Source: an optimization exercise on an open RTL-to-GDS flow (aim: small area). Production flows keep margins and buffers that such runs may drop. Function was checked by simulation only, so behaviour that the tests miss may differ from the original.

==> inputs of 04-06 <==
==> flow/design.v (excerpt) <==
module project_1(
    input        clk,
    input        reset_p,
    input  [3:0] btn,
    input        clap,
    input        echo,
    input        dht11_in,
    output       dht11_drive_low,
    output [7:0] led_bar,
    output       trig,
    output       servo_pwm,
    output       pwm,
    output       led,
    output       buz_clk,
    output       sda,
    output       scl    );
Settings: LEC_CHECK=0, CAP_MARGIN=20, CORE_MARGIN=2, CORE_UTILIZATION=40, SLEW_MARGIN=20, SYNTH_MEMORY_MAX_BITS=16384; clock period 20.0 ns.
run.sh (not shown) runs the stock make flow with config.mk's settings and CLKGATE_MAP_FILE= SYNTH_SCRIPT=/design/flow/synth_recipe.tcl, a recipe that flattens the netlist after the stock synthesis.
==> inputs of 08-12, as changes to 04-06 <==
--- a/flow/design.v
+++ b/flow/design.v
@@ -1210,16 +1210,18 @@
     always @(posedge clk, posedge reset_p) begin
         if (reset_p) tb_g <= 0;
         else tb_g <= tb_g + 1'b1;
     end
     wire smp = (tb_g == 17'h10000);
+    wire t_long = (tb_g == 17'd23745);
+    wire t_dbl  = (tb_g == 17'd3393);
     wire [3:0] b_single, b_double, b_long;
-    btn_dl b0(.clk(clk), .reset_p(reset_p), .smp(smp), .usec_n(usec_n), .btn(btn[0]),
+    btn_dl b0(.clk(clk), .reset_p(reset_p), .smp(smp), .t_long(t_long), .t_dbl(t_dbl), .btn(btn[0]),
               .single(b_single[0]), .double(b_double[0]), .long(b_long[0]));
-    btn_dl b1(.clk(clk), .reset_p(reset_p), .smp(smp), .usec_n(usec_n), .btn(btn[1]),
+    btn_dl b1(.clk(clk), .reset_p(reset_p), .smp(smp), .t_long(t_long), .t_dbl(t_dbl), .btn(btn[1]),
               .single(b_single[1]), .double(b_double[1]), .long(b_long[1]));
-    btn_dl b3(.clk(clk), .reset_p(reset_p), .smp(smp), .usec_n(usec_n), .btn(btn[3]),
+    btn_dl b3(.clk(clk), .reset_p(reset_p), .smp(smp), .t_long(t_long), .t_dbl(t_dbl), .btn(btn[3]),
               .single(b_single[3]), .double(b_double[3]), .long(b_long[3]));
     reg clp_cur, clp_old;
     always @(negedge clk, posedge reset_p) begin
         if (reset_p) begin
             clp_cur <= 0;
@@ -1565,11 +1567,12 @@
                  .sda(sda), .scl(scl));
 endmodule
 module btn_dl (
     input  clk, reset_p,
     input  smp,
-    input  usec_n,
+    input  t_long,       
+    input  t_dbl,        
     input  btn,
     output single,
     output double,
     output long );
     reg deb, deb_d;
@@ -1583,60 +1586,43 @@
             deb_d <= deb;
         end
     end
     wire btn_p = deb & ~deb_d;
     wire btn_n = ~deb & deb_d;
-    reg [19:0] cnt;
-    reg        cnt_e;
-    always @(negedge clk, posedge reset_p) begin
-        if (reset_p) cnt <= 0;
-        else if (cnt_e) begin
-            if (usec_n) cnt <= cnt + 1'b1;
-        end
-        else cnt <= 0;
-    end
     localparam W0 = 4'd0, TR = 4'd1, W2 = 4'd2, SO = 4'd3, LO = 4'd4, DO = 4'd5,
                WS = 4'd6, WL = 4'd7, WD = 4'd8;
     reg [3:0] st;
+    reg [3:0] n;
     always @(posedge clk, posedge reset_p) begin
         if (reset_p) begin
             st <= W0;
-            cnt_e <= 0;
+            n <= 0;
         end
         else begin
+            if (smp) n <= n + 1'b1;
             case (st)
                 TR: begin
-                    if (cnt < 20'd700000) begin
+                    if (!(t_long && n == 4'd10)) begin
                         if (btn_n) begin
-                            cnt_e <= 0;
+                            n <= 0;
                             st <= W2;
                         end
                     end
-                    else begin
-                        cnt_e <= 0;
-                        st <= LO;
-                    end
+                    else st <= LO;
                 end
                 W2: begin
-                    if (cnt < 20'd100000) begin
-                        cnt_e <= 1;
-                        if (btn_p) begin
-                            cnt_e <= 0;
-                            st <= DO;
-                        end
-                    end
-                    else begin
-                        cnt_e <= 0;
-                        st <= SO;
+                    if (!(t_dbl && n == 4'd1)) begin
+                        if (btn_p) st <= DO;
                     end
+                    else st <= SO;
                 end
                 SO: st <= WS;
                 LO: st <= WL;
                 DO: st <= WD;
                 default: begin
                     if (btn_p) begin
-                        cnt_e <= 1;
+                        n <= 0;
                         st <= TR;
                     end
                     else st <= W0;
                 end
             endcase
==> summary of the runs <==
In 04-06 the worst setup slack is lower than in 08-12, by 0.31 ns.
Between 08-12 and 04-06, the lower global-route usage is in 04-06 (gap 0.90 points).
In 04-06 the hold slack is better than in 08-12, by 0.0090 ns.
Of 08-12 and 04-06, 04-06 has the higher via count (gap about 6%, measured against 04-06).
Cell count: 08-12 is lower than 04-06 (about 7%).
08-12 passed the timing, DRC and antenna checks. 04-06 went through all stages and came out clean.
In 04-06 the area after synthesis is larger than in 08-12, by about 8%.
In 04-06 the critical path depth is higher than in 08-12, by 1.

========
==> inputs of v6 <==
project_1, a different RTL version from the one above (not shown whole).
Settings: LEC_CHECK=0, ABC_AREA=1, CAP_MARGIN=20, CORE_MARGIN=2, CORE_UTILIZATION=60, CTS_CLUSTER_DIAMETER=80, CTS_CLUSTER_SIZE=20, HOLD_SLACK_MARGIN=0, SLEW_MARGIN=20, SYNTH_MEMORY_MAX_BITS=16384; clock period 20.0 ns.
==> inputs of v15, as changes to v6 <==
Settings changed: CORE_UTILIZATION 60 to 75.
==> summary.txt <==
* DRT met1 WL at 23,170 µm
* Fin cells at 3,330
* WL per Instance at 17.89 µm
* RePlAce Congestion at 0.9882
* Tap cells at 396
* Clock buf count at 25
* WHS at 0.3435 ns
* Status: finished clean
* Final WL at 59,570 µm
That was v15.
==> summary.txt <==
* RePlAce Congestion at 0.9706
* Clock buf count at 35
* DRT met1 WL at 23,650 µm
* WL per Instance at 15.52 µm
* Status: finished clean
That was v6.
